Source: an optimization exercise on an open RTL-to-GDS flow (aim: small area, a short achievable clock period and few clock cycles per item). Production flows keep margins and buffers that such runs may drop.
In this exercise RTL edits were held to simulation tests only and were not proved equivalent to the original.

==> flow/design.v, too long to show whole: its modules and the start of the top module <==
// module Convolution_without_pipeline: 1202 lines
// module fa3: 4 lines
module Convolution_without_pipeline(
    clk, rst_n, in_valid,
    In_IFM_1, In_IFM_2, In_IFM_3, In_IFM_4, In_IFM_5, In_IFM_6, In_IFM_7, In_IFM_8, In_IFM_9,
    In_Weight_1, In_Weight_2, In_Weight_3, In_Weight_4, In_Weight_5, In_Weight_6, In_Weight_7, In_Weight_8, In_Weight_9,
    out_valid, Out_OFM
    );
  // ...
==> flow/run.sh <==
#!/bin/bash
# synth_recipe.tcl (not shown) runs the flow's synth.tcl, then flattens the netlist and writes it again
# the make line also repeats each setting of config.mk as NAME=value (left out here)
make -C /OpenROAD-flow-scripts/flow DESIGN_CONFIG=/design/flow/config.mk WORK_HOME=/design/flow/orfs CLKGATE_MAP_FILE= SYNTH_SCRIPT=/design/flow/synth_recipe.tcl finish
==> flow/config.mk <==
export PLATFORM = sky130hd
export DESIGN_NAME = Convolution_without_pipeline
export DESIGN_NICKNAME = Convolution_without_pipeline
export VERILOG_FILES = /design/flow/design.v
export SDC_FILE = /design/flow/constraint.sdc
export NUM_CORES = 4
export LEC_CHECK = 0
export CAP_MARGIN = 20
export CORE_MARGIN = 2
export CORE_UTILIZATION = 60
export SETUP_SLACK_MARGIN = 5
export SLEW_MARGIN = 20
export SYNTH_HIERARCHICAL = 1
export SYNTH_MINIMUM_KEEP_SIZE = 0
==> flow/constraint.sdc <==
create_clock -name core_clock -period 10.0 [get_ports {clk}]
set_input_delay 2.0000 -clock core_clock [delete_from_list [all_inputs] [get_ports {clk}]]
set_output_delay 2.0000 -clock core_clock [all_outputs]
set_load 0.01 [all_outputs]
==> out/results.ini, run 1 <==
[run_status]
status=finished clean

[final_layout]
seq_cells=54
num-nonclk-inverters=23
clkbuf_count=5

[global_route]
grt_pass1_wl_um=74100
grt_pass1_vias=12600
globalRouteMet2Util=0.632
overflow=0
grt_busiest_layer=met2

[yosys]
yosysUniqueCellTypes=48
ys_warn_count=7

[drt]
antenna_left=0
top_layer=met5
vias=11400

[critical_path]
critPathKind=reg -> out
worst_ep_arrival_time_ns=3.57
crit_start=r_c309
cp_num_cells=11

[timing]
holdWs_ns=1.82
relSlewSlack=0.437
grt_setup_unrepaired=yes
fin_crit_ns=5.57
finalSetupTns_ns=0
layout_setup_ws_ns=4.43

[clock_tree]
cts_hold_buf=0
cts_tree=built
clk_pin_slew_ns=0.08
htree_levels=2

[place]
place_area_sq_mm=0.0182
io_buffers=167
gp_congestion=0.983
pre_cts_ws_ns=3.71

[die]
die_width_um=165

[job]
drv_cap=0

Testbench counts, summed over its fixed seeds: cycles 3,208, items 3,200.
==> inputs of run 2 (changes only) <==
--- a/flow/config.mk
+++ b/flow/config.mk
@@ -8,7 +8,7 @@
 export CAP_MARGIN = 20
 export CORE_MARGIN = 2
 export CORE_UTILIZATION = 60
-export SETUP_SLACK_MARGIN = 5
+export SETUP_SLACK_MARGIN = 4.5
 export SLEW_MARGIN = 20
 export SYNTH_HIERARCHICAL = 1
 export SYNTH_MINIMUM_KEEP_SIZE = 0
==> run 2 against run 1 <==
- synthesized cell count is the same
- core utilization shrank 12 points
- synthesized area is the same
- critical path depth is the same
- fmax grew 0.12%
- design area shrank 15%
- first-iteration DRC count grew 5.1%
- non-clock buffer count shrank 15
- global-route usage shrank 1.4 points
- via count shrank 3.4%
- critical path type unchanged
==> out/results.ini, run 2 <==
[run_status]
status=finished clean

[clock_tree]
cts_tree=built
cts_buffer_depth=2
clk_pin_slew_ns=0.08  ; about the same
cts_hold_buf=0  ; unchanged
htree_levels=2  ; unchanged
cts_buffers=5
clock-sinks=54
clock-root-buffer=clkbuf_16

[yosys]
synth.most_common_cell=nand2_1
synthTopCellsByCount=nand2_1, fa_1, clkbuf_1
synthFlopType=dfxtp_1
ys_seq_area_frac=0.0698
synth-seq-cells=54
yosys.area.top_type=fa_1
synth_edf_count=0
syn_area_sq_mm=0.0155
syn_nets=2141
synth_top_area_share=0.707
ys_warn_count=7  ; unchanged
async_flop_share=0.0185
synth.avg_cell_area_sq_um=10.8
synthCells=1436
synth.area.top_cells=fa_1, nand2_1, dfxtp_1
yosysUniqueCellTypes=48  ; unchanged

[critical_path]
cp-end-kind=primary output
critPathKind=reg -> out
endpoint=Out_OFM[17]
crit_fanout=4
crit_start=r_c458
start_kind=flop
cp.required_ns=8.00
worst_ep_arrival_time_ns=3.57  ; about the same

[global_route]
antenna_found_initial=0
overflow=0  ; unchanged
grt_max_degree=18
grt_pass1_wl_um=71400  ; -3.7%
grt_pass1_vias=12100  ; -4.2%
grt_use_total=0.376

[timing]
fin_crit_ns=5.57  ; -0.00646 ns
min_period_over_period=0.557
grt_setup_unrepaired=yes
finalMaxSlewViolations=0
fmax_mhz=180
finalSetupTns_ns=0  ; unchanged
setup_violations=0
max_slew.worst_pin.slew_ns=0.788
relSlewSlack=0.474  ; +0.0371
hold_viol_final=0

[drt]
vias=11000  ; -3.4%
drt-total-wl_um=47600
viasPerCell=6.09
drtIter0Drc=1102
antenna_left=0  ; unchanged
first_pass_iters=7
drc=0
wire_per_inst_um=26.3

[final_layout]
layout_common_cells=nand2_1, fa_1, fa_2
antennaDiodeCount=0
instances_no_fill=1810
final_util=0.678
design_area_sq_mm=0.0172
final_layout_size_suffix_gt1_frac=0.205
nNetsFinal=2184
final-seq-area_sq_mm=0.00109
n_fill_cell=2009
final_common_cell=nand2_1
multi_input_area_sq_mm=0.0142
syn_to_final_growth_pct=10.4

[die]
initial_core_util=0.614
core-area_sq_mm=0.0253
top_level_ports=169
die_h_um=165
die_width_um=165  ; unchanged
rows=58
die_area_sq_mm=0.0272

[job]
drv_cap=0  ; unchanged

[min_path]
hold_class=in -> async

[place]
dp.cells=1786
gp_congestion=0.960  ; -2.3%
place_area_sq_mm=0.0172  ; -5.6%
hpwl_um=42800
io_buffers=167  ; unchanged

## run 2: cell types whose count changed in the layout (fill, tap and decap cells not counted), moves of 16 or more
| cell | before | now |
|---|---|---|
| nand2_1 | 413 | 583 |
| buf_2 | 8 | 96 |
| buf_4 | 31 | 15 |
| clkbuf_4 | 0 | 49 |
| buf_6 | 56 | 2 |
| fa_2 | 431 | 99 |
| buf_8 | 46 | 0 |
| fa_1 | 118 | 450 |
| buf_12 | 42 | 1 |
| nand2_2 | 129 | 0 |
| nand2_4 | 41 | 0 |
## run 2: worst max-delay path, stage by stage (launching register included)
cell	delay, ns
dfxtp_1	0.32
fa_1	0.49
fa_2	0.38
fa_2	0.61
inv_2	0.06
ha_4	0.30
nand4b_1	0.17
nor4_4	0.36
buf_4	0.18
o211ai_1	0.07
nor3b_2	0.17
buf_2	0.14
## run 2: final cells by class
type	instances	share of cell area
clock inverter	2	0.000948
clock buffer	6	0.00809
sequential	54	0.0636
inverter	23	0.00503
tap	330	0.0241
timing repair buffer	183	0.0700
multi-input combinational	1212	0.828
## run 2: cells by family (layout without fill, tap and decap cells)
family | Yosys count | after routing | synth area share
and+or+nand+nor | 616 | 616 | 0.156
adders and majority gates | 558 | 558 | 0.714
buffers and inverters | 170 | 214 | 0.0418
DFF | 54 | 54 | 0.0698
AOI/OAI and AO/OA | 25 | 25 | 0.0115
xor gates and xnor gates | 12 | 12 | 0.00676
other | 1 | 1 | 0.000241
## run 2: modules after synthesis, one instance, submodules excluded
module	copies in the design	flip-flops and latches
Convolution_without_pipeline	1	54
fa3	549	0
## run 2: stage by stage
step,setup slack [ns],hold WS (ns)
final,4.43,1.83
after global routing,4.33,1.83
after CTS,4.37,1.83
after detailed placement,3.59,2.16
after global placement,3.61,2.15
after floorplan,4.46,1.70
## run 2: what timing repair did
item | CTS | global route
pin swaps | 23 | 25
buffers inserted | 9 | 7
setup endpoints to repair | 57 | 27
gates resized for setup | 718 | 168
endpoints found under the hold margin | 0 | 0
## run 2: how the worst min path moves through the flow
stage,from,endpoint,depth (start not counted)
after global placement,rst_n,out_valid,1
after CTS,rst_n,out_valid,1
after detailed placement,rst_n,out_valid,1
final,rst_n,out_valid,1
after floorplan,rst_n,out_valid,0
after global routing,rst_n,out_valid,1
## run 2: per-layer routing
metal | wire (um) | up-vias | track usage
met3 | 4560 | 125 | 0.0638
met4 | 3160 | 0 | 0.202
li1 | - | 4317 | -
met1 | 17200 | 5819 | 0.510
met5 | 0 | - | 0
met2 | 22600 | 757 | 0.591
==> inputs of run 3 (changes only) <==
--- a/flow/config.mk
+++ b/flow/config.mk
@@ -7,8 +7,8 @@
 export LEC_CHECK = 0
 export CAP_MARGIN = 20
 export CORE_MARGIN = 2
-export CORE_UTILIZATION = 60
-export SETUP_SLACK_MARGIN = 4.5
+export CORE_UTILIZATION = 40
+export SETUP_SLACK_MARGIN = 4.7
 export SLEW_MARGIN = 20
 export SYNTH_HIERARCHICAL = 1
 export SYNTH_MINIMUM_KEEP_SIZE = 0
==> run 3 against run 2 <==
- sequential cell count did not move
- synthesized cell count is the same
- wire length increased by 6.9%
- highest routed layer unchanged
- largest cell class unchanged
- global-route usage is 11 points lower
- still clean on timing, DRC and antenna
- via count fell by 1.7%
==> out/results.ini, run 3 <==
[drt]
drtIter0Drc=934  ; -15%
antenna_left=0  ; unchanged
first_pass_iters=5  ; -2
vias=10800  ; -1.7%
drt-total-wl_um=50900  ; +6.9%
viasPerCell=5.44  ; -11%
drc=0  ; unchanged
wire_per_inst_um=25.5  ; -2.8%

[yosys]
synth.most_common_cell=nand2_1
syn_area_sq_mm=0.0155  ; unchanged
synthFlopType=dfxtp_1
ys_seq_area_frac=0.0698  ; unchanged
synth_top_family_by_area=adder cells
synth-compound-area-share=0.0115  ; unchanged
syn_nets=2141  ; unchanged
synthSimpleGateAreaFrac=0.156  ; unchanged
ys_warn_count=7  ; unchanged
synth-seq-cells=54  ; unchanged
async_flop_share=0.0185  ; unchanged
synth.avg_cell_area_sq_um=10.8  ; unchanged
synth_edf_count=0  ; unchanged
muxShareOfSynthArea=0  ; unchanged
synth.area.top_cells=fa_1, nand2_1, dfxtp_1
synth-adder-area-share=0.714  ; unchanged
synthTopCellsByCount=nand2_1, fa_1, clkbuf_1
yosys.area.top_type=fa_1
yosysUniqueCellTypes=48  ; unchanged
synthCells=1436  ; unchanged
synth_top_area_share=0.707  ; unchanged
synth-xor-area-share=0.00676  ; unchanged

[timing]
min_period_over_period=0.548  ; -0.00852
grt_setup_unrepaired=yes
setup_violations=0  ; unchanged
fin_crit_ns=5.48  ; -0.0852 ns
hold_viol_final=0  ; unchanged
relSlewSlack=0.285  ; -0.189
finalSetupTns_ns=0  ; unchanged
max_slew.worst_pin.slew_ns=1.07  ; +0.284 ns
layout_setup_ws_ns=4.52  ; +0.0852 ns
fmax_mhz=182  ; +1.6%
holdWs_ns=1.82  ; -0.00752 ns
finalMaxSlewViolations=0  ; unchanged

[critical_path]
worst_ep_arrival_time_ns=3.48  ; -0.09 ns
cp-end-kind=primary output
cp.required_ns=8.00  ; about the same
cpMaxStageDelayCell=fa_1
critPathKind=reg -> out
crit_fanout=4  ; unchanged
cpPeakStageDelay_ns=0.46  ; -0.15 ns
crit_top_cell=fa_2
start_kind=flop
crit_path_cell_trace=fa_2 -> fa_1 -> fa_2 -> fa_2 -> inv_2 -> ha_4 -> nand4b_1 -> nor4_4 -> buf_4 -> o211ai_1 -> nor3b_2 -> buf_2

[global_route]
grt_pass1_vias=12300  ; +1.8%
grt_use_total=0.263  ; -0.113
overflow=0  ; unchanged
grt_max_degree=20  ; +2
grt_pass1_wl_um=76800  ; +7.5%
antenna_found_initial=0  ; unchanged

[die]
initial_core_util=0.404  ; -0.210
top_level_ports=169  ; unchanged
die_area_sq_mm=0.0405  ; +49%
core-area_sq_mm=0.0385  ; +52%
die_h_um=201  ; +22%
die_width_um=201  ; +22%
rows=72  ; +24%

[final_layout]
final_util=0.478  ; -0.200
final-seq-area_sq_mm=0.00109  ; -0.11%
final_common_cell=nand2_1
final_layout_size_suffix_gt1_frac=0.362  ; +0.156
nNetsFinal=2177  ; -0.32%
layout_common_cells=nand2_1, fa_2, fa_1
syn_to_final_growth_pct=18.2
n_fill_cell=3582  ; +78%
multi_input_area_sq_mm=0.0149  ; +4.6%

[clock_tree]
cts_buffers=5  ; unchanged
cts_hold_buf=0  ; unchanged
htree_levels=2  ; unchanged
cts_tree=built
clock-sinks=54  ; unchanged
clock-root-buffer=clkbuf_16
clk_pin_slew_ns=0.08  ; about the same
cts_buffer_depth=2  ; unchanged

[min_path]
hold_class=in -> async

[place]
hpwl_um=46500  ; +8.5%
gp_congestion=0.949  ; -1.2%
pre_cts_ws_ns=3.63  ; +0.0374 ns
io_buffers=167  ; unchanged

[run_status]
status=finished clean

[job]
drv_cap=0  ; unchanged

-- run 3: cell type report --
cell class | instances | area share
multi-input combinational | 1212 | 0.809
timing repair buffer | 176 | 0.0833
sequential | 54 | 0.0594
clock inverter | 3 | 0.00157
antenna | 1 | 0.000136
inverter | 23 | 0.00470
clock buffer | 5 | 0.00681
tap | 518 | 0.0353
-- run 3: metrics by stage --
stage               area (sq um)  std cells
global placement           17900       1974
finish                     18400       1992
CTS                        17800       1991
detailed placement         17900       1974
floorplan                  17200       1436
global route               18400       1991
-- run 3: per-layer routing --
layer | track usage | wire length, um | share of wire | up-vias
met3 | 0.0586 | 5320 | 0.10 | 74
met4 | 0.0841 | 1980 | 0.039 | 0
met1 | 0.351 | 18800 | 0.37 | 5751
li1 | - | - | - | 4307
met2 | 0.431 | 24800 | 0.49 | 700
met5 | 0 | 0 | 0 | -
-- run 3: cells by family (layout without fill, tap and decap cells) --
group / Yosys count / in the layout
adders and majority gates: 558 / 558
and+or+nand+nor: 616 / 616
DFF: 54 / 54
other: 1 / 2
AOI/OAI and AO/OA: 25 / 25
xor gates and xnor gates: 12 / 12
buffers and inverters: 170 / 207
-- run 3: final timing paths --
path / start / to / slack, ns / cells after the start
max in group asynchronous: rst_n / out_valid / 8.09 / 1
setup / recovery: r_c366 / Out_OFM[17] / 4.52 / 12
min in group core_clock: in_valid / out_valid / 2.13 / 1
hold / removal: rst_n / out_valid / 1.82 / 1
-- run 3: repair_timing --
| item | 4_1_cts | 5_1_grt |
|---|---|---|
| buffers inserted | 9 | 0 |
| pin swaps | 24 | 64 |
| setup endpoints to repair | 57 | 24 |
| resized for setup | 901 | 201 |
-- run 3: critical path, delay by kind of cell, from the launching register on --
kind	cells	cell delay [ns]
AND/OR/NAND/NOR	3	0.61
AO/OA/AOI/OAI	1	0.08
buffers and inverters	3	0.41
flip-flops	1	0.33
adder cells (fa/ha/maj)	5	1.74
-- run 3: per-module statistics from Yosys, one instance, submodules excluded --
module / copies in the design / cell area, sq um
fa3: 549 / 20.0
Convolution_without_pipeline: 1 / 4560
==> inputs of run 4 (changes only) <==
--- a/flow/config.mk
+++ b/flow/config.mk
@@ -8,7 +8,7 @@
 export CAP_MARGIN = 20
 export CORE_MARGIN = 2
 export CORE_UTILIZATION = 40
-export SETUP_SLACK_MARGIN = 4.7
+export SETUP_SLACK_MARGIN = 4.4
 export SLEW_MARGIN = 20
 export SYNTH_HIERARCHICAL = 1
 export SYNTH_MINIMUM_KEEP_SIZE = 0
==> run 4 against run 3 <==
- fmax fell by 1.2%
- sequential share of layout area rose by 0.41 points
- global-route usage rose by 0.075 points
- synthesized area did not move
- critical endpoint is now Out_OFM[12]
- largest cell class unchanged
- highest routed layer unchanged
==> out/results.ini, run 4 <==
[run_status]
status=finished clean

[global_route]
grt_use_total=0.264  ; +0.000746
antenna_found_initial=0  ; unchanged
overflow=0  ; unchanged
grt_max_degree=19  ; -5.0%
grt_pass1_wl_um=77100  ; +0.44%
grt_pass1_vias=12100  ; -1.7%

[critical_path]
crit_fanout=4  ; unchanged
cp-end-kind=primary output
crit_start=r_s309
start_kind=flop
cpPeakStageDelay_ns=0.56  ; +0.10 ns
worst_ep_arrival_time_ns=3.55  ; +0.07 ns
cpMaxStageDelayCell=fa_1
cp.required_ns=8.00  ; about the same
crit_path_cell_trace=fa_2 -> fa_2 -> fa_1 -> inv_2 -> ha_4 -> and4bb_1 -> o211ai_1 -> and4_1 -> a2111oi_2 -> buf_2
critPathKind=reg -> out
crit_top_cell=fa_2

[yosys]
synthFlopType=dfxtp_1
synth_edf_count=0  ; unchanged
ys_warn_count=7  ; unchanged
async_flop_share=0.0185  ; unchanged
syn_nets=2141  ; unchanged
yosys.area.top_type=fa_1
ys_seq_area_frac=0.0698  ; unchanged
synth.most_common_cell=nand2_1
synthCells=1436  ; unchanged
syn_area_sq_mm=0.0155  ; unchanged
yosysUniqueCellTypes=48  ; unchanged
synth_top_area_share=0.707  ; unchanged
synth.area.top_cells=fa_1, nand2_1, dfxtp_1
synthTopCellsByCount=nand2_1, fa_1, clkbuf_1
synth.avg_cell_area_sq_um=10.8  ; unchanged
synth-seq-cells=54  ; unchanged

[timing]
min_period_over_period=0.555  ; +0.00674
hold_viol_final=0  ; unchanged
layout_setup_ws_ns=4.45  ; -0.0674 ns
setup_violations=0  ; unchanged
fin_crit_ns=5.55  ; +0.0674 ns
grt_setup_unrepaired=yes
finalMaxSlewViolations=0  ; unchanged
max_slew.worst_pin.slew_ns=1.03  ; -0.0389 ns
relSlewSlack=0.311  ; +0.0260
fmax_mhz=180  ; -1.2%
finalSetupTns_ns=0  ; unchanged

[die]
die_width_um=201  ; unchanged
die_area_sq_mm=0.0405  ; unchanged
initial_core_util=0.404  ; unchanged
top_level_ports=169  ; unchanged
rows=72  ; unchanged
die_h_um=201  ; unchanged
core-area_sq_mm=0.0385  ; unchanged

[final_layout]
design_area_sq_mm=0.0172  ; -6.5%
antennaDiodeCount=0  ; -1
layout_common_cells=nand2_1, fa_1, buf_2
final_layout_size_suffix_gt1_frac=0.160  ; -0.202
nNetsFinal=2174  ; -0.14%
syn_to_final_growth_pct=10.5
final-seq-area_sq_mm=0.00109  ; -0.11%
instances_no_fill=1988  ; -0.20%
multi_input_area_sq_mm=0.0141  ; -5.2%
final_common_cell=nand2_1
n_fill_cell=3685  ; +2.9%

[drt]
drc=0  ; unchanged
wire_per_inst_um=25.6  ; +0.41%
antenna_left=0  ; unchanged
first_pass_iters=6  ; +1
drtIter0Drc=1032  ; +10%
viasPerCell=5.50  ; +1.2%
vias=10900  ; +0.96%
drt-total-wl_um=51000  ; +0.21%

[place]
dp.cells=1974  ; unchanged
io_buffers=167  ; unchanged
gp_congestion=0.932  ; -1.8%
hpwl_um=46500  ; +0.15%
pre_cts_ws_ns=3.51  ; -0.117 ns
place_area_sq_mm=0.0173  ; -3.4%

[clock_tree]
clock-sinks=54  ; unchanged
cts_buffers=5  ; unchanged
clk_pin_slew_ns=0.08  ; about the same
cts_tree=built
clock-root-buffer=clkbuf_16
cts_buffer_depth=2  ; unchanged
htree_levels=2  ; unchanged

[job]
drv_cap=0  ; unchanged

[min_path]
hold_class=in -> async

==> run 4: timing repair <==
action | 4_1_cts | 5_1_grt
buffers inserted | 4 | 2
hold buffers | 0 | 0
endpoints found under the setup margin | 55 | 22
pin swaps | 14 | 8
resized for setup | 590 | 216
==> run 4: final timing paths <==
check | end | slack, ns
setup / recovery | Out_OFM[12] | 4.45
hold / removal | out_valid | 1.82
min in group core_clock | out_valid | 2.12
max in group asynchronous | out_valid | 8.09
==> run 4: cell type report <==
class | instances | share of cell area
Sequential cell | 54 | 0.0634
Timing Repair Buffer | 173 | 0.0639
Clock inverter | 3 | 0.00284
Tap cell | 518 | 0.0377
Clock buffer | 5 | 0.00728
Inverter | 23 | 0.00502
Multi-Input combinational cell | 1212 | 0.820
==> run 4: kinds of logic after synthesis <==
family          share of synthesized area
compound gates                     0.0115
xor+xnor                          0.00676
fa+ha+maj                           0.714
buf+inv                            0.0418
flops                              0.0698
other cells                      0.000241
simple gates                        0.156
==> run 4: per-module statistics from Yosys, one instance, submodules excluded <==
module	flops+latches	cell area [sq um]	cells
Convolution_without_pipeline	54	4560	887
fa3	0	20.0	1
==> run 4: worst max-delay path, delay by kind of cell, from the launching register on <==
kind,cells,cell delay [ns]
buf+inv,2,0.24
fa+ha+maj,4,1.68
simple gates,2,0.45
compound gates,2,0.54
flops,1,0.33
==> run 4: layer usage <==
layer / vias up / global-route usage / wire [um]
met5: - / 0 / 0
met4: 0 / 0.0894 / 2060
met3: 78 / 0.0394 / 4410
met2: 672 / 0.424 / 24500
met1: 5892 / 0.370 / 20000
li1: 4294 / - / -
==> run 4: stage by stage <==
stage          hold slack, ns  utilization
2_1_floorplan            1.70            -
3_3_place_gp             2.15        0.450
3_5_place_dp             2.15        0.450
4_1_cts                  1.81        0.457
5_1_grt                  1.81        0.447
6_report                 1.82        0.447
==> inputs of run 5 (changes only) <==
==> flow/flow/run.sh (new file) <==
#!/bin/bash
# Own flow: the standard ORFS flow, with the port buffers made from buf_2
# cells (instead of the slow clkdlybuf4s50_1 that buffer_ports picks by default).
set -euo pipefail
bash standard.sh synth > synth.log 2>&1
bash standard.sh "BUFFER_PORTS_ARGS=-buffer_cell sky130_fd_sc_hd__buf_2" finish > layout.log 2>&1
==> flow/standard.sh (new file) <==
#!/bin/bash
# synth_recipe.tcl (not shown) runs the flow's synth.tcl, then flattens the netlist and writes it again
# the make line also repeats each setting of config.mk as NAME=value (left out here)
make -C /OpenROAD-flow-scripts/flow DESIGN_CONFIG=/design/flow/config.mk WORK_HOME=/design/flow/orfs CLKGATE_MAP_FILE= SYNTH_SCRIPT=/design/flow/synth_recipe.tcl "${@:-finish}"
--- a/flow/config.mk
+++ b/flow/config.mk
@@ -8,7 +8,7 @@
 export CAP_MARGIN = 20
 export CORE_MARGIN = 2
 export CORE_UTILIZATION = 40
-export SETUP_SLACK_MARGIN = 4.4
+export SETUP_SLACK_MARGIN = 4.5
 export SLEW_MARGIN = 20
 export SYNTH_HIERARCHICAL = 1
 export SYNTH_MINIMUM_KEEP_SIZE = 0
removed: flow/run.sh
==> run 5 against run 4 <==
- synthesized cell count stayed put
- global-route usage is 0.65 points lower
- first-iteration DRC count is 6.6% lower
- still clean
- sequential cell count stayed put
- critical path type unchanged
- wire length is 2.7% lower
- critical path depth is 2 higher
- fmax is 1.0% higher
- hold slack worse by 0.36 ns
==> out/results.ini, run 5 <==
[run_status]
status=finished clean

[yosys]
synth-xor-area-share=0.00676  ; unchanged
ys_seq_area_frac=0.0698  ; unchanged
synth.area.top_cells=fa_1, nand2_1, dfxtp_1
muxShareOfSynthArea=0  ; unchanged
yosysUniqueCellTypes=48  ; unchanged
ys_warn_count=7  ; unchanged
synth_edf_count=0  ; unchanged
synth_top_family_by_area=adder cells
synthFlopType=dfxtp_1
synthTopCellsByCount=nand2_1, fa_1, clkbuf_1
yosys.area.top_type=fa_1
synth.most_common_cell=nand2_1
synthSimpleGateAreaFrac=0.156  ; unchanged
synth-adder-area-share=0.714  ; unchanged
synthCells=1436  ; unchanged
synth-seq-cells=54  ; unchanged
syn_area_sq_mm=0.0155  ; unchanged
syn_nets=2141  ; unchanged
synth_top_area_share=0.707  ; unchanged
synth-compound-area-share=0.0115  ; unchanged
synth.avg_cell_area_sq_um=10.8  ; unchanged
async_flop_share=0.0185  ; unchanged

[place]
hpwl_um=45700  ; -1.9%
io_buffers=167  ; unchanged
place_area_sq_mm=0.0166  ; -4.2%
gp_congestion=0.954  ; +2.4%

[job]
drv_cap=0  ; unchanged

[final_layout]
n_fill_cell=3651  ; -0.92%
nNetsFinal=2177  ; +0.14%
final_layout_size_suffix_gt1_frac=0.210  ; +0.0501
syn_to_final_growth_pct=11.8
final-seq-area_sq_mm=0.00109  ; unchanged
design_area_sq_mm=0.0174  ; +1.2%
final_common_cell=nand2_1
multi_input_area_sq_mm=0.0142  ; +1.1%
layout_common_cells=nand2_1, fa_1, fa_2
final_util=0.452  ; +0.00521
antennaDiodeCount=0  ; unchanged

[timing]
finalMaxSlewViolations=0  ; unchanged
relSlewSlack=0.315  ; +0.00344
finalSetupTns_ns=0  ; unchanged
hold_viol_final=0  ; unchanged
fmax_mhz=182  ; +1.0%
setup_violations=0  ; unchanged
fin_crit_ns=5.49  ; -0.0562 ns
grt_setup_unrepaired=yes
min_period_over_period=0.549  ; -0.00562
max_slew.worst_pin.slew_ns=1.03  ; -0.00516 ns

[critical_path]
start_kind=flop
cpPeakStageDelay_ns=0.46  ; -0.10 ns
crit_path_cell_trace=fa_2 -> fa_1 -> fa_2 -> fa_2 -> inv_2 -> ha_4 -> nand4b_1 -> nor4_4 -> buf_4 -> o211ai_1 -> nor3b_2 -> buf_2
worst_ep_arrival_time_ns=3.49  ; -0.06 ns
cp.required_ns=8.00  ; about the same
crit_fanout=4  ; unchanged
crit_top_cell=fa_2
critPathKind=reg -> out
cpMaxStageDelayCell=fa_1
cp-end-kind=primary output

[die]
rows=72  ; unchanged
die_width_um=201  ; unchanged
top_level_ports=169  ; unchanged
die_h_um=201  ; unchanged
core-area_sq_mm=0.0385  ; unchanged
die_area_sq_mm=0.0405  ; unchanged
initial_core_util=0.404  ; unchanged

[drt]
drt-total-wl_um=49600  ; -2.7%
vias=10800  ; -1.4%
wire_per_inst_um=24.9  ; -2.8%
drtIter0Drc=964  ; -6.6%
viasPerCell=5.42  ; -1.5%
antenna_left=0  ; unchanged
first_pass_iters=5  ; -1
drc=0  ; unchanged

[clock_tree]
clock-sinks=54  ; unchanged
htree_levels=2  ; unchanged
cts_buffers=5  ; unchanged
cts_buffer_depth=2  ; unchanged
cts_tree=built
clock-root-buffer=clkbuf_16
cts_hold_buf=0  ; unchanged
clk_pin_slew_ns=0.07  ; about the same

[min_path]
hold_class=in -> async

[global_route]
antenna_found_initial=0  ; unchanged
grt_pass1_wl_um=75700  ; -1.8%
grt_max_degree=16  ; -3
overflow=0  ; unchanged
grt_pass1_vias=12000  ; -0.32%
grt_use_total=0.257  ; -0.00653

==> run 5: logic make-up after synthesis <==
| kind of cell | after synthesis |
|---|---|
| other | 1 |
| and+or+nand+nor | 616 |
| buffers and inverters | 170 |
| DFF | 54 |
| xor gates and xnor gates | 12 |
| adders and majority gates | 558 |
| AOI/OAI and AO/OA | 25 |
==> run 5: final cells by class <==
class,count,share of cell area
clock inverter,1,0.000432
sequential,54,0.0627
clock buffer,6,0.00741
inverter,23,0.00497
timing repair buffer,176,0.0680
multi-input combinational,1212,0.819
tap,518,0.0373
==> run 5: per-module statistics from Yosys (local to each module, per instance) <==
| module | times used | cells inside |
|---|---|---|
| fa3 | 549 | 1 |
| Convolution_without_pipeline | 1 | 887 |
==> run 5: stage by stage <==
step	setup WS, ns	hold slack [ns]	cells
final	4.51	1.46	1990
after global routing	4.40	1.45	1990
after CTS	4.45	1.45	1987
after detailed placement	4.11	1.78	1974
after global placement	4.08	1.77	1974
after floorplan	4.46	1.70	1436
==> run 5: worst max path at each step <==
stage / slack [ns] / startpoint / cells after the start / end
floorplan: 4.46 / In_IFM_4[2] / 9 / r_s519
global placement: 4.08 / In_IFM_8[7] / 9 / r_s493
detailed placement: 4.11 / In_Weight_8[2] / 9 / r_s493
CTS: 4.45 / r_s134 / 9 / Out_OFM[12]
global route: 4.40 / r_c366 / 12 / Out_OFM[17]
finish: 4.51 / r_c366 / 12 / Out_OFM[17]
==> run 5: routing by layer <==
layer	wire length [um]	GRT usage	share of wire
met1	20000	0.365	0.40
met2	23300	0.410	0.47
met3	4180	0.0361	0.084
met4	2120	0.0902	0.043
met5	0	0	0
==> run 5: what timing repair did <==
item                       CTS  global route
pin swaps                   18            30
setup endpoints to repair   15            21
resized for setup           54           144
cloned                       0             0
setup buffers                6             3
==> run 5: worst max-delay path, delay by kind of cell, from the launching register on <==
family	cells	cell delay, ns
buffers and inverters	3	0.40
DFF	1	0.33
adders and majority gates	5	1.69
AOI/OAI and AO/OA	1	0.09
and+or+nand+nor	3	0.67
==> inputs of run 6 (changes only) <==
==> flow/flow/run.sh (replaced) <==
#!/bin/bash
# Own flow: the standard flow (standard.sh) with its synthesis unchanged.
# The layout steps only differ in two ways:
#  * the delay cells (clkdlybuf4s*, dlygate*, dlymetal*) are not used, so the
#    port buffers and the resizer use ordinary buffers instead;
#  * buffer_ports uses buf_2 for the port buffers.
set -euo pipefail
bash standard.sh synth > synth.log 2>&1
PLATFORM_DONT_USE="sky130_fd_sc_hd__probe_p_8 sky130_fd_sc_hd__probec_p_8 sky130_fd_sc_hd__lpflow_bleeder_1 sky130_fd_sc_hd__lpflow_clkbufkapwr_1 sky130_fd_sc_hd__lpflow_clkbufkapwr_16 sky130_fd_sc_hd__lpflow_clkbufkapwr_2 sky130_fd_sc_hd__lpflow_clkbufkapwr_4 sky130_fd_sc_hd__lpflow_clkbufkapwr_8 sky130_fd_sc_hd__lpflow_clkinvkapwr_1 sky130_fd_sc_hd__lpflow_clkinvkapwr_16 sky130_fd_sc_hd__lpflow_clkinvkapwr_2 sky130_fd_sc_hd__lpflow_clkinvkapwr_4 sky130_fd_sc_hd__lpflow_clkinvkapwr_8 sky130_fd_sc_hd__lpflow_decapkapwr_12 sky130_fd_sc_hd__lpflow_decapkapwr_3 sky130_fd_sc_hd__lpflow_decapkapwr_4 sky130_fd_sc_hd__lpflow_decapkapwr_6 sky130_fd_sc_hd__lpflow_decapkapwr_8 sky130_fd_sc_hd__lpflow_inputiso0n_1 sky130_fd_sc_hd__lpflow_inputiso0p_1 sky130_fd_sc_hd__lpflow_inputiso1n_1 sky130_fd_sc_hd__lpflow_inputiso1p_1 sky130_fd_sc_hd__lpflow_inputisolatch_1 sky130_fd_sc_hd__lpflow_isobufsrc_1 sky130_fd_sc_hd__lpflow_isobufsrc_16 sky130_fd_sc_hd__lpflow_isobufsrc_2 sky130_fd_sc_hd__lpflow_isobufsrc_4 sky130_fd_sc_hd__lpflow_isobufsrc_8 sky130_fd_sc_hd__lpflow_isobufsrckapwr_16 sky130_fd_sc_hd__lpflow_lsbuf_lh_hl_isowell_tap_1 sky130_fd_sc_hd__lpflow_lsbuf_lh_hl_isowell_tap_2 sky130_fd_sc_hd__lpflow_lsbuf_lh_hl_isowell_tap_4 sky130_fd_sc_hd__lpflow_lsbuf_lh_isowell_4 sky130_fd_sc_hd__lpflow_lsbuf_lh_isowell_tap_1 sky130_fd_sc_hd__lpflow_lsbuf_lh_isowell_tap_2 sky130_fd_sc_hd__lpflow_lsbuf_lh_isowell_tap_4"
DELAY_CELLS="sky130_fd_sc_hd__clkdlybuf4s15_1 sky130_fd_sc_hd__clkdlybuf4s15_2 sky130_fd_sc_hd__clkdlybuf4s18_1 sky130_fd_sc_hd__clkdlybuf4s18_2 sky130_fd_sc_hd__clkdlybuf4s25_1 sky130_fd_sc_hd__clkdlybuf4s25_2 sky130_fd_sc_hd__clkdlybuf4s50_1 sky130_fd_sc_hd__clkdlybuf4s50_2 sky130_fd_sc_hd__dlygate4sd1_1 sky130_fd_sc_hd__dlygate4sd2_1 sky130_fd_sc_hd__dlygate4sd3_1 sky130_fd_sc_hd__dlymetal6s2s_1 sky130_fd_sc_hd__dlymetal6s4s_1 sky130_fd_sc_hd__dlymetal6s6s_1"
bash standard.sh "DONT_USE_CELLS=$PLATFORM_DONT_USE $DELAY_CELLS" \
  "BUFFER_PORTS_ARGS=-buffer_cell sky130_fd_sc_hd__buf_2" finish > layout.log 2>&1
==> run 6 against run 5 <==
- still clean
- sequential cell count stayed put
- core utilization down 0.20 points
- wire length barely moved
==> out/results.ini, run 6 <==
[final_layout]
instances_no_fill=1990  ; unchanged
design_area_sq_mm=0.0173  ; -0.45%
nNetsFinal=2177  ; unchanged
antennaDiodeCount=0  ; unchanged
final_layout_size_suffix_gt1_frac=0.204  ; -0.00543
layout_common_cells=nand2_1, fa_1, fa_2
final_common_cell=nand2_1
final_util=0.450  ; -0.00205
syn_to_final_growth_pct=11.3

[yosys]
yosysUniqueCellTypes=48  ; unchanged
async_flop_share=0.0185  ; unchanged
yosys.area.top_type=fa_1
syn_nets=2141  ; unchanged
synth.most_common_cell=nand2_1
synthTopCellsByCount=nand2_1, fa_1, clkbuf_1
synth-seq-cells=54  ; unchanged
ys_warn_count=7  ; unchanged
muxShareOfSynthArea=0  ; unchanged
synth.area.top_cells=fa_1, nand2_1, dfxtp_1
synth-adder-area-share=0.714  ; unchanged
synth-xor-area-share=0.00676  ; unchanged
ys_seq_area_frac=0.0698  ; unchanged
synth-compound-area-share=0.0115  ; unchanged
synthFlopType=dfxtp_1
synth_edf_count=0  ; unchanged
synthSimpleGateAreaFrac=0.156  ; unchanged
synth_top_family_by_area=adder cells
synthCells=1436  ; unchanged
synth.avg_cell_area_sq_um=10.8  ; unchanged
synth_top_area_share=0.707  ; unchanged
syn_area_sq_mm=0.0155  ; unchanged

[drt]
viasPerCell=5.43  ; +0.28%
drt-total-wl_um=49600  ; about the same
first_pass_iters=5  ; unchanged
vias=10800  ; +0.28%
wire_per_inst_um=24.9  ; about the same
drc=0  ; unchanged
drtIter0Drc=978  ; +1.5%
antenna_left=0  ; unchanged

[global_route]
grt_use_total=0.257  ; -0.000447
grt_pass1_vias=12000  ; -0.32%
grt_max_degree=16  ; unchanged
antenna_found_initial=0  ; unchanged
overflow=0  ; unchanged
grt_pass1_wl_um=75600  ; -0.17%

[place]
pre_cts_ws_ns=4.11  ; unchanged
gp_congestion=0.954  ; unchanged
io_buffers=167  ; unchanged
dp.cells=1974  ; unchanged
hpwl_um=45700  ; unchanged
place_area_sq_mm=0.0166  ; unchanged

[clock_tree]
clock-root-buffer=clkbuf_16
htree_levels=2  ; unchanged
cts_buffer_depth=2  ; unchanged
cts_hold_buf=0  ; unchanged
clk_pin_slew_ns=0.07  ; about the same
cts_tree=built
clock-sinks=54  ; unchanged
cts_buffers=5  ; unchanged

[timing]
fin_crit_ns=5.49  ; -0.0000300 ns
setup_violations=0  ; unchanged
finalSetupTns_ns=0  ; unchanged
max_slew.worst_pin.slew_ns=0.946  ; -0.0814 ns
layout_setup_ws_ns=4.51  ; +0.0000300 ns
fmax_mhz=182  ; about the same
min_period_over_period=0.549  ; about the same
hold_viol_final=0  ; unchanged
finalMaxSlewViolations=0  ; unchanged
relSlewSlack=0.369  ; +0.0542
grt_setup_unrepaired=yes

[critical_path]
cp-end-kind=flop
worst_ep_arrival_time_ns=5.66  ; +2.17 ns
cp.required_ns=10.16  ; +2.16 ns
start_kind=input pin
critPathKind=in -> reg
crit_fanout=8  ; +4
crit_start=In_IFM_8[3]

[job]
drv_cap=0  ; unchanged

[min_path]
hold_class=in -> async

[die]
die_width_um=201  ; unchanged
die_h_um=201  ; unchanged
top_level_ports=169  ; unchanged
die_area_sq_mm=0.0405  ; unchanged
rows=72  ; unchanged
initial_core_util=0.404  ; unchanged
core-area_sq_mm=0.0385  ; unchanged

[run_status]
status=finished clean

[run 6: cell counts after synthesis]
Identical to the previous run, type by type.
[run 6: timing repair]
item,CTS,global route
buffers inserted,5,4
gates resized for setup,47,142
pin swaps,15,30
endpoints found under the setup margin,15,21
[run 6: Yosys stat by module, one instance, submodules excluded]
module | cells inside | cell area [sq um]
Convolution_without_pipeline | 887 | 4560
fa3 | 1 | 20.0
[run 6: cell type report]
class / instances / area (sq um)
fill: 3664 / 21200
multi-input combinational: 1212 / 14200
timing repair buffer: 176 / 1160
sequential: 54 / 1090
tap: 518 / 648
clock buffer: 6 / 129
inverter: 23 / 86.3
clock inverter: 1 / 7.51
[run 6: cells by family after synthesis]
logic type      after synthesis
simple gates                616
flops                        54
fa+ha+maj                   558
xor+xnor                     12
buf+inv                     170
other cells                   1
compound gates               25
[run 6: how the worst max path moves through the flow]
stage | end | slack [ns]
2_1_floorplan | r_s519 | 4.46
3_3_place_gp | r_s493 | 4.08
3_5_place_dp | r_s493 | 4.11
4_1_cts | Out_OFM[12] | 4.45
5_1_grt | Out_OFM[18] | 4.42
6_report | r_s367 | 4.51
[run 6: routing by layer]
layer	global-route usage	up-vias	part of all wire
li1	-	4302	-
met1	0.365	5756	0.40
met2	0.408	662	0.47
met3	0.0361	90	0.088
met4	0.0902	0	0.043
met5	0	-	0
[run 6: worst max-delay path, cell delays in order]
cell	delay [ns]
buf_2	0.21
nand2_1	0.12
fa_1	0.52
fa_1	0.52
fa_1	0.44
fa_1	0.42
fa_1	0.40
fa_1	0.49
fa_1	0.53
[run 6: metrics by stage]
step | hold WS (ns)
3_3_place_gp | 1.77
5_1_grt | 1.45
4_1_cts | 1.45
6_report | 1.45
2_1_floorplan | 1.70
3_5_place_dp | 1.78
==> inputs of run 7 (changes only) <==
--- a/flow/config.mk
+++ b/flow/config.mk
@@ -8,7 +8,7 @@
 export CAP_MARGIN = 20
 export CORE_MARGIN = 2
 export CORE_UTILIZATION = 40
-export SETUP_SLACK_MARGIN = 4.5
+export SETUP_SLACK_MARGIN = 4.6
 export SLEW_MARGIN = 20
 export SYNTH_HIERARCHICAL = 1
 export SYNTH_MINIMUM_KEEP_SIZE = 0
==> run 7 against run 6 <==
- fmax is 0.14% lower
- core utilization is 0.75 points higher
- via count is 0.84% lower
- worst setup slack worse by 0.0075 ns
- highest routed layer unchanged
==> out/results.ini, run 7 <==
[run_status]
status=finished clean

[yosys]
synthTopCellsByCount=nand2_1, fa_1, clkbuf_1
async_flop_share=0.0185  ; unchanged
syn_area_sq_mm=0.0155  ; unchanged
synth_edf_count=0  ; unchanged
yosysUniqueCellTypes=48  ; unchanged
ys_seq_area_frac=0.0698  ; unchanged
synth-seq-cells=54  ; unchanged
yosys.area.top_type=fa_1
synthFlopType=dfxtp_1
ys_warn_count=7  ; unchanged
synth.avg_cell_area_sq_um=10.8  ; unchanged
synthCells=1436  ; unchanged
synth_top_area_share=0.707  ; unchanged
synth.most_common_cell=nand2_1
syn_nets=2141  ; unchanged
synth.area.top_cells=fa_1, nand2_1, dfxtp_1

[place]
pre_cts_ws_ns=4.19  ; +0.0768 ns
dp.cells=1974  ; unchanged
gp_congestion=0.952  ; -0.26%
io_buffers=167  ; unchanged
place_area_sq_mm=0.0169  ; +1.8%
hpwl_um=46500  ; +1.7%

[clock_tree]
cts_tree=built
cts_buffers=5  ; unchanged
cts_buffer_depth=2  ; unchanged
clock-sinks=54  ; unchanged
htree_levels=2  ; unchanged
clk_pin_slew_ns=0.09  ; +0.02 ns
cts_hold_buf=0  ; unchanged
clock-root-buffer=clkbuf_16

[final_layout]
antennaDiodeCount=0  ; unchanged
n_fill_cell=3648  ; -0.44%
final_layout_size_suffix_gt1_frac=0.278  ; +0.0735
instances_no_fill=1993  ; +0.15%
design_area_sq_mm=0.0176  ; +1.7%
nNetsFinal=2179  ; +0.092%
syn_to_final_growth_pct=13.1
layout_common_cells=nand2_1, fa_1, fa_2
final_common_cell=nand2_1

[timing]
min_period_over_period=0.550  ; +0.000752
max_slew.worst_pin.slew_ns=0.717  ; -0.230 ns
fmax_mhz=182  ; -0.14%
finalMaxSlewViolations=0  ; unchanged
layout_setup_ws_ns=4.50  ; -0.00752 ns
grt_setup_unrepaired=yes
hold_viol_final=0  ; unchanged
finalSetupTns_ns=0  ; unchanged
fin_crit_ns=5.50  ; +0.00752 ns
relSlewSlack=0.522  ; +0.153
setup_violations=0  ; unchanged

[drt]
vias=10700  ; -0.84%
drtIter0Drc=882  ; -9.8%
antenna_left=0  ; unchanged
viasPerCell=5.38  ; -0.99%
drc=0  ; unchanged
drt-total-wl_um=50600  ; +2.0%
wire_per_inst_um=25.4  ; +1.8%
first_pass_iters=5  ; unchanged

[critical_path]
critPathKind=reg -> out
cp-end-kind=primary output
crit_top_cell=fa_2
crit_fanout=4  ; -4
worst_ep_arrival_time_ns=3.50  ; -2.16 ns
cpPeakStageDelay_ns=0.46  ; -0.07 ns
crit_path_cell_trace=fa_2 -> fa_1 -> fa_2 -> fa_2 -> inv_2 -> ha_4 -> and4b_1 -> and3_4 -> o31ai_2 -> nor4b_2 -> buf_2
start_kind=flop
cpMaxStageDelayCell=fa_1
cp.required_ns=8.00  ; -2.16 ns

[global_route]
grt_max_degree=20  ; +4
overflow=0  ; unchanged
grt_pass1_vias=12000  ; +0.33%
grt_pass1_wl_um=76400  ; +1.1%
grt_use_total=0.262  ; +0.00534
antenna_found_initial=0  ; unchanged

[die]
core-area_sq_mm=0.0385  ; unchanged
die_h_um=201  ; unchanged
top_level_ports=169  ; unchanged
rows=72  ; unchanged
die_area_sq_mm=0.0405  ; unchanged
initial_core_util=0.404  ; unchanged
die_width_um=201  ; unchanged

[job]
drv_cap=0  ; unchanged

[min_path]
hold_class=in -> async

## run 7: cell counts after synthesis
Identical to the previous run, type by type.
## run 7: final cells by class
type                    count  area [sq um]  share of cell area
clock inverters             3          26.3             0.00149
clock buffers               5           125             0.00711
well taps                 518           648              0.0368
flip-flops and latches     54          1090              0.0620
repair buffers            178          1110              0.0630
inverters                  23          86.3             0.00491
multi-input cells        1212         14500               0.825
## run 7: per-module statistics from Yosys (local to each module, per instance)
module,cells,flops+latches
Convolution_without_pipeline,887,54
fa3,1,0
## run 7: worst max path at each step
stage,from,endpoint,slack (ns),cells past startpoint
global placement,In_IFM_2[0],r_s188,4.24,9
global route,r_c366,Out_OFM[18],4.38,11
CTS,r_c248,Out_OFM[12],4.50,10
finish,r_c366,Out_OFM[18],4.50,11
floorplan,In_IFM_6[7],r_s519,4.56,9
detailed placement,In_Weight_2[1],r_s188,4.19,9
## run 7: routing by layer
metal / vias up / GRT usage / share of wire
met4: 0 / 0.0735 / 0.034
li1: 4302 / - / -
met1: 5781 / 0.355 / 0.39
met3: 59 / 0.0356 / 0.075
met2: 577 / 0.446 / 0.50
met5: - / 0 / 0
## run 7: cell families after synthesis
| kind of cell | after synthesis | synth area share |
|---|---|---|
| AND/OR/NAND/NOR | 616 | 0.156 |
| adder cells (fa/ha/maj) | 558 | 0.714 |
| buffers and inverters | 170 | 0.0418 |
| flip-flops | 54 | 0.0698 |
| AO/OA/AOI/OAI | 25 | 0.0115 |
| XOR/XNOR | 12 | 0.00676 |
| other | 1 | 0.000241 |
## run 7: through the flow
| step | hold slack (ns) | utilization |
|---|---|---|
| 5_1_grt | 1.42 | 0.457 |
| 2_1_floorplan | 1.70 | - |
| 3_3_place_gp | 1.78 | 0.439 |
| 4_1_cts | 1.42 | 0.449 |
| 6_report | 1.43 | 0.457 |
| 3_5_place_dp | 1.78 | 0.439 |
## run 7: critical path: cells and delay by family (launching register included)
family / cells / cell delay, ns
and+or+nand+nor: 3 / 0.77
AOI/OAI and AO/OA: 1 / 0.07
DFF: 1 / 0.33
adders and majority gates: 5 / 1.73
buffers and inverters: 2 / 0.26
## run 7: what timing repair did
action	CTS	global route
pin swaps	15	12
endpoints found under the hold margin	0	0
endpoints found under the setup margin	13	19
gates cloned	0	0
setup buffers	8	3
resized for setup	46	113

re-timing with driven ports:
The results above use ideal ports. As a check the final layouts listed here were re-extracted and re-timed, cells and wires unchanged.
Step 1: set_driving_cell puts a clkbuf_16 on clk and a buf_2 on each other input, an assumption about the parent block.
Step 2 also shifts input and output timing later by t, the mid clock arrival at the registers, as if the neighbouring blocks saw the same clock.
Slacks: ideal ports / drivers / drivers and shift; pairs: ideal ports / drivers.
| run | t (ns) | setup slack, ns | worst setup path at the end |
|---|---|---|---|
| run 1 | 0.361 | 4.428 / 4.373 / 4.362 | input to register |
| run 2 | 0.360 | 4.434 / 4.384 / 4.208 | input to register |
| run 3 | 0.350 | 4.520 / 4.477 / 4.342 | input to register |
| run 4 | 0.353 | 4.452 / 4.405 / 4.128 | input to register |
| run 5 | 0.350 | 4.509 / 4.462 / 4.187 | input to register |
| run 6 | 0.351 | 4.509 / 4.495 / 4.174 | input to register |
| run 7 | 0.364 | 4.501 / 4.453 / 4.283 | input to register |
After both steps setup and hold are still met in every run listed. The setup slack of run 6, which loses most, moves by -0.014 ns with the drivers and by -0.335 ns with both steps.
